From an optimization exercise on the open Yosys and OpenROAD flow, aimed at small area; shortcuts taken in it are not production practice. The RTL was checked by simulation tests, not by an equivalence proof against the original design. No driver is modelled on the clock port, so clock power and skew are understated where the tree is cut down; a real chip needs a root buffer or a tree. No activity file was given, so power comes from the tool's default toggle rates.

job 7776:
==> flow/design.v (excerpt) <==
module CounterUD(
input wire clk, reset, En,
input wire [2:0] SW,
input wire UD,
output wire [7:0] LED,
output wire [7:0] Dao );
reg ca, cb;  
reg [2:0] r1;  
reg [6:0] r2;  
reg [9:0] r3;  
reg [12:0] r4;  
reg [16:0] r5;  
reg [19:0] r6;  
reg [19:0] r7;  
reg [7:1] fr;
reg p;
reg [7:0] cnt;
wire fb1 = ~(r1[2] ^ r1[1]);
wire e2 = ((r2 & 7'd115) == 7'd16);
wire e3 = ((r3 & 10'd863) == 10'd73);
wire e4 = ((r4 & 13'd8187) == 13'd681);
wire e5 = ((r5 & 17'd128957) == 17'd16385);
wire e6 = ((r6 & 20'd983037) == 20'd567400);
wire e7 = ((r7 & 20'd1040383) == 20'd984328);
wire set1 = ~ca & ((r1 & 3'd1) == 3'd1);
wire clr1 = cb & ((r1 & 3'd7) == 3'd4);
wire set2 = ~ca & ((r2 & 7'd100) == 7'd4);
wire clr2 = cb & e2;
wire set3 = ~ca & ((r3 & 10'd821) == 10'd0);
wire clr3 = cb & e3;
wire set4 = ~ca & ((r4 & 13'd7483) == 13'd265);
wire clr4 = cb & e4;
wire set5 = ~ca & ((r5 & 17'd16363) == 17'd1);
wire clr5 = cb & e5;
wire set6 = ~ca & ((r6 & 20'd704383) == 20'd557420);
wire clr6 = cb & e6;
wire set7 = ~ca & ((r1 & 3'd3) == 3'd3) & ((r7 & 20'd1048054) == 20'd855296);
wire clr7 = cb & e7 & ((r1 & 3'd5) == 3'd4);
wire [7:0] f = {fr, ca};
wire s = En & f[SW];
wire [7:0] nx;
wire [7:0] c;  
assign c[0] = s & ~p;
genvar i;
generate for (i = 0; i < 7; i = i + 1) begin : g_ud
  if (i % 2 == 0) begin : g_even
    ud_even u (.ci(c[i]), .q(cnt[i]), .ud(UD), .co(c[i+1]), .qn(nx[i]));
  end else begin : g_odd
    ud_odd u (.ci(c[i]), .q(cnt[i]), .ud(UD), .co(c[i+1]), .qn(nx[i]));
  end
end endgenerate
ud_last u7 (.ci(c[7]), .q(cnt[7]), .qn(nx[7]));
always @(posedge clk, posedge reset)
if (reset) begin
  ca <= 1'b0; cb <= 1'b0;
  r1 <= 3'd0;
  r2 <= 7'd36;
  r3 <= 10'd18;
  r4 <= 13'd1368;
  r5 <= 17'd36996;
  r6 <= 20'd213200;
  r7 <= 20'd805392;
  fr <= 7'd0; p <= 1'b0; cnt <= 8'd0;
end else begin
  ca <= ~cb; cb <= ca & ~cb;
  r1 <= {r1[1:0], fb1};
  r2 <= {r2[5], r2[4], r2[3], r2[2], (r2[1] | e2), r2[0], (r2[6] ^ r2[5])};
  r3 <= {r3[8], r3[7], (r3[6] & ~e3), r3[5], r3[4], r3[3], r3[2], r3[1], r3[0], ~(r3[9] ^ r3[6])};
  ...
clock: 10.0 ns
lec_check: 0
cap_margin: 5
core_margin: 2
core_utilization: 55
slew_margin: 5
synth_hierarchical: 1
synth_minimum_keep_size: 0
standard.sh (not shown) runs the stock make flow with config.mk's settings and CLKGATE_MAP_FILE= SYNTH_SCRIPT=/design/flow/synth_recipe.tcl, a recipe that flattens the netlist after the stock synthesis.
==> flow/flow/run.sh <==
#!/bin/bash
# Standard ORFS layout (standard.sh) with changes that only affect cell sizes and buffers:
# - combinational cells downsized after synthesis (later repair steps upsize where needed),
# - port buffers are buf_1,
# - CTS without dummy loads; its tree is then replaced by four leaf buffers driven from the
#   clock port (reclock_step.tcl), one per group of nearby registers (one group kept
#   small so a smaller buffer can drive it).
set -euo pipefail
R=orfs/results/$FLOW_PLATFORM/CounterUD/base
export BUFFER_PORTS_ARGS="-buffer_cell sky130_fd_sc_hd__buf_1"
export CTS_ARGS="-sink_clustering_enable -repair_clock_nets -dont_use_dummy_load -buf_list sky130_fd_sc_hd__clkbuf_8"
bash standard.sh synth > run_synth.log 2>&1
DOWNSIZE_ODB=$R/1_synth.odb openroad -no_init -exit flow/downsize.tcl > run_downsize.log 2>&1
bash standard.sh cts > run_cts.log 2>&1
RECLOCK_ODB=$R/4_cts.odb RECLOCK_SDC=$R/4_cts.sdc RECLOCK_K=4 RECLOCK_SMALL=18 RECLOCK_BUF=sky130_fd_sc_hd__clkbuf_8 \
  RECLOCK_SIZES="sky130_fd_sc_hd__clkbuf_8 sky130_fd_sc_hd__clkbuf_16" RECLOCK_SLEW=0.105 \
  openroad -no_init -exit flow/reclock_step.tcl > run_reclock.log 2>&1
bash standard.sh finish > run_finish.log 2>&1
==> flow/flow/reclock.tcl <==
# Rebuild the clock tree that CTS made as K leaf buffers driven straight from the clock port.
# Sinks are split into K groups by k-means on their locations; each buffer sits at its
# group's centroid and is legalized by detailed placement.
set K $::env(RECLOCK_K)
set bufname $::env(RECLOCK_BUF)
set block [ord::get_db_block]
set db [ord::get_db]
set bt [$block findBTerm clk]
set clknet [$bt getNet]
set master [$db findMaster $bufname]
# walk the tree from the port: collect buffers and register clock pins
set sinks {}
set bufs {}
set front [list $clknet]
while {[llength $front]} {
  set net [lindex $front 0]; set front [lrange $front 1 end]
  foreach it [$net getITerms] {
    if {[$it isOutputSignal]} { continue }
    set inst [$it getInst]
    set mn [[$inst getMaster] getName]
    if {[string match *clkbuf* $mn] || [string match *clkinv* $mn] || [string match *__buf_* $mn]} {
      if {[string match *clkinv* $mn]} { error "inverter in clock tree" }
      lappend bufs $inst
      foreach o [$inst getITerms] { if {[$o isOutputSignal] && [$o getNet] ne "NULL"} { lappend front [$o getNet] } }
    } else {
      lappend sinks $it
    }
  }
}
puts "reclock: [llength $bufs] old buffers, [llength $sinks] sinks"
# sink locations
set pts {}
foreach it $sinks {
  set b [[$it getInst] getBBox]
  lappend pts [list [expr {([$b xMin]+[$b xMax])/2}] [expr {([$b yMin]+[$b yMax])/2}]]
}
# k-means, seeded along x sorted order
set n [llength $pts]
set sorted [lsort -real -index 0 $pts]
set cent {}
for {set k 0} {$k < $K} {incr k} { lappend cent [lindex $sorted [expr {int(($k+0.5)*$n/$K)}]] }
for {set iter 0} {$iter < 50} {incr iter} {
  set asg {}
  foreach p $pts {
    set bk 0; set bd 1e30
    for {set k 0} {$k < $K} {incr k} {
      set c [lindex $cent $k]
      set d [expr {abs([lindex $p 0]-[lindex $c 0]) + abs([lindex $p 1]-[lindex $c 1])}]
      if {$d < $bd} { set bd $d; set bk $k }
    }
    lappend asg $bk
  }
  set nc {}
  for {set k 0} {$k < $K} {incr k} {
    set sx 0; set sy 0; set cnt 0
    foreach p $pts a $asg { if {$a == $k} { set sx [expr {$sx+[lindex $p 0]}]; set sy [expr {$sy+[lindex $p 1]}]; incr cnt } }
    if {$cnt} { lappend nc [list [expr {$sx/$cnt}] [expr {$sy/$cnt}]] } else { lappend nc [lindex $cent $k] }
  }
  set cent $nc
}
# optionally shrink the smallest group to RECLOCK_SMALL sinks (so a smaller buffer can drive it),
# moving its farthest sinks to the nearest other group
if {[info exists ::env(RECLOCK_SMALL)] && $K > 1} {
  set small $::env(RECLOCK_SMALL)
  set cnts {}
  for {set k 0} {$k < $K} {incr k} { lappend cnts [llength [lsearch -all -exact $asg $k]] }
  set ks [lsearch -exact $cnts [tcl::mathfunc::min {*}$cnts]]
  set c [lindex $cent $ks]
  while {[llength [lsearch -all -exact $asg $ks]] > $small} {
    set far -1; set fd -1
    foreach i [lsearch -all -exact $asg $ks] {
      set p [lindex $pts $i]
      set d [expr {abs([lindex $p 0]-[lindex $c 0]) + abs([lindex $p 1]-[lindex $c 1])}]
      if {$d > $fd} { set fd $d; set far $i }
    }
    set p [lindex $pts $far]; set bk -1; set bd 1e30
    for {set k 0} {$k < $K} {incr k} {
      if {$k == $ks} { continue }
      set cc [lindex $cent $k]
      set d [expr {abs([lindex $p 0]-[lindex $cc 0]) + abs([lindex $p 1]-[lindex $cc 1])}]
      if {$d < $bd} { set bd $d; set bk $k }
    }
    lset asg $far $bk
  }
  # recompute centroids
  set nc {}
  for {set k 0} {$k < $K} {incr k} {
    set sx 0; set sy 0; set cnt 0
    foreach p $pts a $asg { if {$a == $k} { set sx [expr {$sx+[lindex $p 0]}]; set sy [expr {$sy+[lindex $p 1]}]; incr cnt } }
    if {$cnt} { lappend nc [list [expr {$sx/$cnt}] [expr {$sy/$cnt}]] } else { lappend nc [lindex $cent $k] }
  }
  set cent $nc
}
# remove the old tree
foreach it $sinks { $it disconnect }
foreach inst $bufs {
  foreach o [$inst getITerms] {
    set nn [$o getNet]
    if {$nn ne "NULL" && [$o isOutputSignal]} { $o disconnect; odb::dbNet_destroy $nn } else { $o disconnect }
  }
  odb::dbInst_destroy $inst
}
# new leaf buffers
for {set k 0} {$k < $K} {incr k} {
  set inst [odb::dbInst_create $block $master "clkleaf_$k"]
  set net [odb::dbNet_create $block "clkleaf_net_$k"]
  $net setSigType CLOCK
  foreach it [$inst getITerms] {
    set mt [[$it getMTerm] getName]
    if {$mt eq "A"} { $it connect $clknet } elseif {$mt eq "X"} { $it connect $net }
  }
  set c [lindex $cent $k]
  $inst setLocation [expr {int([lindex $c 0])}] [expr {int([lindex $c 1])}]
  $inst setPlacementStatus PLACED
  set cnt 0
  foreach it $sinks a $asg { if {$a == $k} { $it connect $net; incr cnt } }
  puts "reclock: leaf $k at $c drives $cnt sinks"
}
==> flow/flow/sizeleaf.tcl <==
# After reclock.tcl: size each leaf buffer to the smallest of RECLOCK_SIZES whose sinks'
# clock slew stays under RECLOCK_SLEW (ns), by placement parasitics.
set_propagated_clock [all_clocks]
set sizes $::env(RECLOCK_SIZES)
set target $::env(RECLOCK_SLEW)
proc leaf_slew {k} {
  set net [[ord::get_db_block] findNet "clkleaf_net_$k"]
  set ms 0
  foreach it [$net getITerms] {
    if {[$it isOutputSignal]} { continue }
    set pin [get_pins [[$it getInst] getName]/[[$it getMTerm] getName]]
    foreach p {slew_max_rise slew_max_fall} { set s [get_property $pin $p]; if {$s > $ms} {set ms $s} }
  }
  return $ms
}
for {set k 0} {$k < $::env(RECLOCK_K)} {incr k} {
  set inst [[ord::get_db_block] findInst "clkleaf_$k"]
  foreach sz $sizes {
    replace_cell [get_cells clkleaf_$k] $sz
    estimate_parasitics -placement
    set s [leaf_slew $k]
    puts "reclock: leaf $k $sz slew $s"
    if {$s <= $target} { break }
  }
}
Other scripts of this flow, unchanged in this note and not shown: flow/flow/downsize.tcl, flow/flow/reclock_step.tcl
Relative to job 7776, the following input files were edited for job 9191:
Settings: CORE_UTILIZATION now 70, was 55.
diff --git a/flow/flow/run.sh b/flow/flow/run.sh
--- a/flow/flow/run.sh
+++ b/flow/flow/run.sh
@@ -13,6 +13,6 @@
 DOWNSIZE_ODB=$R/1_synth.odb openroad -no_init -exit flow/downsize.tcl > run_downsize.log 2>&1
 bash standard.sh cts > run_cts.log 2>&1
-RECLOCK_ODB=$R/4_cts.odb RECLOCK_SDC=$R/4_cts.sdc RECLOCK_K=4 RECLOCK_SMALL=18 RECLOCK_BUF=sky130_fd_sc_hd__clkbuf_8 \
-  RECLOCK_SIZES="sky130_fd_sc_hd__clkbuf_8 sky130_fd_sc_hd__clkbuf_16" RECLOCK_SLEW=0.105 \
+RECLOCK_ODB=$R/4_cts.odb RECLOCK_SDC=$R/4_cts.sdc RECLOCK_K=4 RECLOCK_SMALL=20 RECLOCK_NSMALL=2 RECLOCK_CAP=34 RECLOCK_BUF=sky130_fd_sc_hd__clkbuf_8 \
+  RECLOCK_SIZES="sky130_fd_sc_hd__clkbuf_8 sky130_fd_sc_hd__clkbuf_16" RECLOCK_SLEW=0.118 \
   openroad -no_init -exit flow/reclock_step.tcl > run_reclock.log 2>&1
 bash standard.sh finish > run_finish.log 2>&1
diff --git a/flow/flow/reclock.tcl b/flow/flow/reclock.tcl
--- a/flow/flow/reclock.tcl
+++ b/flow/flow/reclock.tcl
@@ -61,9 +61,15 @@
 # optionally shrink the smallest group to RECLOCK_SMALL sinks (so a smaller buffer can drive it),
 # moving its farthest sinks to the nearest other group
+set nsmall [expr {[info exists ::env(RECLOCK_NSMALL)] ? $::env(RECLOCK_NSMALL) : 1}]
+set shrunk {}
+for {set si 0} {$si < $nsmall} {incr si} {
 if {[info exists ::env(RECLOCK_SMALL)] && $K > 1} {
   set small $::env(RECLOCK_SMALL)
   set cnts {}
-  for {set k 0} {$k < $K} {incr k} { lappend cnts [llength [lsearch -all -exact $asg $k]] }
+  for {set k 0} {$k < $K} {incr k} {
+    if {[lsearch -exact $shrunk $k] >= 0} { lappend cnts 1000000 } else { lappend cnts [llength [lsearch -all -exact $asg $k]] }
+  }
   set ks [lsearch -exact $cnts [tcl::mathfunc::min {*}$cnts]]
+  lappend shrunk $ks
   set c [lindex $cent $ks]
   while {[llength [lsearch -all -exact $asg $ks]] > $small} {
@@ -76,5 +82,6 @@
     set p [lindex $pts $far]; set bk -1; set bd 1e30
     for {set k 0} {$k < $K} {incr k} {
-      if {$k == $ks} { continue }
+      if {[lsearch -exact $shrunk $k] >= 0} { continue }
+      if {[llength [lsearch -all -exact $asg $k]] >= $::env(RECLOCK_CAP)} { continue }
       set cc [lindex $cent $k]
       set d [expr {abs([lindex $p 0]-[lindex $cc 0]) + abs([lindex $p 1]-[lindex $cc 1])}]
@@ -91,4 +98,5 @@
   }
   set cent $nc
+}
 }
 # remove the old tree
==> notes.md <==
- In job 9191, the part of the total power dissipated in the clock network came out 0.9 points below the value in job 7776.
- Effective utilization at floorplan is higher on job 9191
- [compare] base=job 7776 new=job 9191: largest net degree at the start of global routing shrank by 10%, total number of vias grew by 1.2%.
### job 9191 -> job 6150
Settings: changing CORE_UTILIZATION from 70 to 55.
==> flow/flow/run.sh <==
#!/bin/bash
# Standard ORFS layout (standard.sh) with changes that only affect cell sizes and buffers:
# - combinational cells downsized after synthesis (later repair steps upsize where needed),
# - port buffers are buf_1,
# - CTS without dummy loads; its tree is then replaced by four leaf buffers driven from the
#   clock port (reclock_step.tcl), one per group of nearby registers.
set -euo pipefail
R=orfs/results/$FLOW_PLATFORM/CounterUD/base
export BUFFER_PORTS_ARGS="-buffer_cell sky130_fd_sc_hd__buf_1"
export CTS_ARGS="-sink_clustering_enable -repair_clock_nets -dont_use_dummy_load -buf_list sky130_fd_sc_hd__clkbuf_8"
bash standard.sh synth > run_synth.log 2>&1
DOWNSIZE_ODB=$R/1_synth.odb openroad -no_init -exit flow/downsize.tcl > run_downsize.log 2>&1
bash standard.sh cts > run_cts.log 2>&1
RECLOCK_ODB=$R/4_cts.odb RECLOCK_SDC=$R/4_cts.sdc RECLOCK_K=4 RECLOCK_BUF=sky130_fd_sc_hd__clkbuf_8 \
  RECLOCK_SIZES="sky130_fd_sc_hd__clkbuf_8 sky130_fd_sc_hd__clkbuf_16" RECLOCK_SLEW=0.105 \
  openroad -no_init -exit flow/reclock_step.tcl > run_reclock.log 2>&1
bash standard.sh finish > run_finish.log 2>&1
diff --git a/flow/flow/reclock.tcl b/flow/flow/reclock.tcl
--- a/flow/flow/reclock.tcl
+++ b/flow/flow/reclock.tcl
@@ -59,45 +59,4 @@
   set cent $nc
 }
-# optionally shrink the smallest group to RECLOCK_SMALL sinks (so a smaller buffer can drive it),
-# moving its farthest sinks to the nearest other group
-set nsmall [expr {[info exists ::env(RECLOCK_NSMALL)] ? $::env(RECLOCK_NSMALL) : 1}]
-set shrunk {}
-for {set si 0} {$si < $nsmall} {incr si} {
-if {[info exists ::env(RECLOCK_SMALL)] && $K > 1} {
-  set small $::env(RECLOCK_SMALL)
-  set cnts {}
-  for {set k 0} {$k < $K} {incr k} {
-    if {[lsearch -exact $shrunk $k] >= 0} { lappend cnts 1000000 } else { lappend cnts [llength [lsearch -all -exact $asg $k]] }
-  }
-  set ks [lsearch -exact $cnts [tcl::mathfunc::min {*}$cnts]]
-  lappend shrunk $ks
-  set c [lindex $cent $ks]
-  while {[llength [lsearch -all -exact $asg $ks]] > $small} {
-    set far -1; set fd -1
-    foreach i [lsearch -all -exact $asg $ks] {
-      set p [lindex $pts $i]
-      set d [expr {abs([lindex $p 0]-[lindex $c 0]) + abs([lindex $p 1]-[lindex $c 1])}]
-      if {$d > $fd} { set fd $d; set far $i }
-    }
-    set p [lindex $pts $far]; set bk -1; set bd 1e30
-    for {set k 0} {$k < $K} {incr k} {
-      if {[lsearch -exact $shrunk $k] >= 0} { continue }
-      if {[llength [lsearch -all -exact $asg $k]] >= $::env(RECLOCK_CAP)} { continue }
-      set cc [lindex $cent $k]
-      set d [expr {abs([lindex $p 0]-[lindex $cc 0]) + abs([lindex $p 1]-[lindex $cc 1])}]
-      if {$d < $bd} { set bd $d; set bk $k }
-    }
-    lset asg $far $bk
-  }
-  # recompute centroids
-  set nc {}
-  for {set k 0} {$k < $K} {incr k} {
-    set sx 0; set sy 0; set cnt 0
-    foreach p $pts a $asg { if {$a == $k} { set sx [expr {$sx+[lindex $p 0]}]; set sy [expr {$sy+[lindex $p 1]}]; incr cnt } }
-    if {$cnt} { lappend nc [list [expr {$sx/$cnt}] [expr {$sy/$cnt}]] } else { lappend nc [lindex $cent $k] }
-  }
-  set cent $nc
-}
-}
 # remove the old tree
 foreach it $sinks { $it disconnect }
==> comparison <==
Job 6150 was carried through to the last stage, and its layout satisfied the timing, DRC and antenna checks. Job 9191 went all the way through synthesis, placement and routing and the layout is clean on timing, DRC and antenna. Layout overhead on the synthesized area: lower on job 9191. [job 6150 vs job 9191] reported net switching power: lower in job 6150. Number of distinct library cells after synthesis came out exactly the same in job 6150 and job 9191.
Here is what was changed in the inputs of job 8305 compared with job 6150.
Settings: CORE_UTILIZATION changed from 55 to 70.
diff --git a/flow/flow/run.sh b/flow/flow/run.sh
--- a/flow/flow/run.sh
+++ b/flow/flow/run.sh
@@ -4,5 +4,6 @@
 # - port buffers are buf_1,
 # - CTS without dummy loads; its tree is then replaced by four leaf buffers driven from the
-#   clock port (reclock_step.tcl), one per group of nearby registers.
+#   clock port (reclock_step.tcl), one per group of nearby registers (one group kept
+#   small so a smaller buffer can drive it).
 set -euo pipefail
 R=orfs/results/$FLOW_PLATFORM/CounterUD/base
@@ -12,5 +13,5 @@
 DOWNSIZE_ODB=$R/1_synth.odb openroad -no_init -exit flow/downsize.tcl > run_downsize.log 2>&1
 bash standard.sh cts > run_cts.log 2>&1
-RECLOCK_ODB=$R/4_cts.odb RECLOCK_SDC=$R/4_cts.sdc RECLOCK_K=4 RECLOCK_BUF=sky130_fd_sc_hd__clkbuf_8 \
+RECLOCK_ODB=$R/4_cts.odb RECLOCK_SDC=$R/4_cts.sdc RECLOCK_K=4 RECLOCK_SMALL=20 RECLOCK_NSMALL=2 RECLOCK_CAP=34 RECLOCK_BUF=sky130_fd_sc_hd__clkbuf_8 \
   RECLOCK_SIZES="sky130_fd_sc_hd__clkbuf_8 sky130_fd_sc_hd__clkbuf_16" RECLOCK_SLEW=0.105 \
   openroad -no_init -exit flow/reclock_step.tcl > run_reclock.log 2>&1
diff --git a/flow/flow/reclock.tcl b/flow/flow/reclock.tcl
--- a/flow/flow/reclock.tcl
+++ b/flow/flow/reclock.tcl
@@ -59,4 +59,45 @@
   set cent $nc
 }
+# optionally shrink the smallest group to RECLOCK_SMALL sinks (so a smaller buffer can drive it),
+# moving its farthest sinks to the nearest other group
+set nsmall [expr {[info exists ::env(RECLOCK_NSMALL)] ? $::env(RECLOCK_NSMALL) : 1}]
+set shrunk {}
+for {set si 0} {$si < $nsmall} {incr si} {
+if {[info exists ::env(RECLOCK_SMALL)] && $K > 1} {
+  set small $::env(RECLOCK_SMALL)
+  set cnts {}
+  for {set k 0} {$k < $K} {incr k} {
+    if {[lsearch -exact $shrunk $k] >= 0} { lappend cnts 1000000 } else { lappend cnts [llength [lsearch -all -exact $asg $k]] }
+  }
+  set ks [lsearch -exact $cnts [tcl::mathfunc::min {*}$cnts]]
+  lappend shrunk $ks
+  set c [lindex $cent $ks]
+  while {[llength [lsearch -all -exact $asg $ks]] > $small} {
+    set far -1; set fd -1
+    foreach i [lsearch -all -exact $asg $ks] {
+      set p [lindex $pts $i]
+      set d [expr {abs([lindex $p 0]-[lindex $c 0]) + abs([lindex $p 1]-[lindex $c 1])}]
+      if {$d > $fd} { set fd $d; set far $i }
+    }
+    set p [lindex $pts $far]; set bk -1; set bd 1e30
+    for {set k 0} {$k < $K} {incr k} {
+      if {[lsearch -exact $shrunk $k] >= 0} { continue }
+      if {[llength [lsearch -all -exact $asg $k]] >= $::env(RECLOCK_CAP)} { continue }
+      set cc [lindex $cent $k]
+      set d [expr {abs([lindex $p 0]-[lindex $cc 0]) + abs([lindex $p 1]-[lindex $cc 1])}]
+      if {$d < $bd} { set bd $d; set bk $k }
+    }
+    lset asg $far $bk
+  }
+  # recompute centroids
+  set nc {}
+  for {set k 0} {$k < $K} {incr k} {
+    set sx 0; set sy 0; set cnt 0
+    foreach p $pts a $asg { if {$a == $k} { set sx [expr {$sx+[lindex $p 0]}]; set sy [expr {$sy+[lindex $p 1]}]; incr cnt } }
+    if {$cnt} { lappend nc [list [expr {$sx/$cnt}] [expr {$sy/$cnt}]] } else { lappend nc [lindex $cent $k] }
+  }
+  set cent $nc
+}
+}
 # remove the old tree
 foreach it $sinks { $it disconnect }
## What came out
- Job 8305 finished end to end and its layout was clean on timing, DRC and antenna.
- As far as final hold violation count goes, job 6150 and job 8305 are indistinguishable; the numbers are identical.
- Taking job 6150 as the reference, in job 8305 via count shows an increase of 23, combinational-cell power consumption shows no meaningful change, total length of routed wires shows no meaningful change.
- As far as final non-filler cell area is concerned, job 8305 and job 6150 perform about the same.
- When job 8305 is measured against job 6150, its arrival time of the worst setup path turns out 60 ps lower.
- met1 as the busiest layer in global routing was reported by job 6150, and met2 by job 8305.
- Comparing job 8305 with job 6150, the total power came out essentially unchanged.
- In terms of share of total power in sequential cells, job 8305 and job 6150 differ only marginally.
- Higher peak clock frequency supported by timing was reported by job 8305, not job 6150.
- Min detailed router's first-iteration violation count across job 6150 and job 8305: job 8305
- The run showing the smaller sequential share of layout area is job 6150.
No run of this note takes its clock network from TritonCTS; it comes from the design's own scripts or RTL.

what the ideal ports hide:
How much do the figures lean on ideal ports? The routed layouts below were timed once more, with nothing changed but the port constraints. Step 1 (the two cells are an assumption about what drives the block):
set clk [get_ports {clk}]
set_driving_cell -lib_cell sky130_fd_sc_hd__clkbuf_16 $clk
set_driving_cell -lib_cell sky130_fd_sc_hd__buf_2 [delete_from_list [all_inputs] $clk]
Step 2 moves the port delays by t, midway between the first and last clock arrival at a register: inputs arrive t later, outputs are due t later. That takes back most of the time a late clock gives input paths. Three values: ideal, step 1, step 2; two values: the first two.
| run | t, ns | setup slack, ns | hold slack, ns | worst setup path after step 2 | worst data-port slew with drivers (ns) |
|---|---|---|---|---|---|
| job 7776 | 0.233 | 6.085 / 6.133 / 5.900 | 0.339 / 0.339 / 0.339 | input to register | 0.03 |
| job 9191 | 0.234 | 6.147 / 6.183 / 5.948 | 0.368 / 0.368 / 0.368 | input to register | 0.04 |
| job 6150 | 0.230 | 6.072 / 6.123 / 5.892 | 0.359 / 0.359 / 0.359 | input to register | 0.03 |
| job 8305 | 0.230 | 6.143 / 6.187 / 5.956 | 0.350 / 0.350 / 0.350 | input to register | 0.04 |
After both steps every run listed still meets setup and hold. The setup slack of job 9191, which loses most, moves by +0.036 ns with the drivers and by -0.199 ns with both steps.
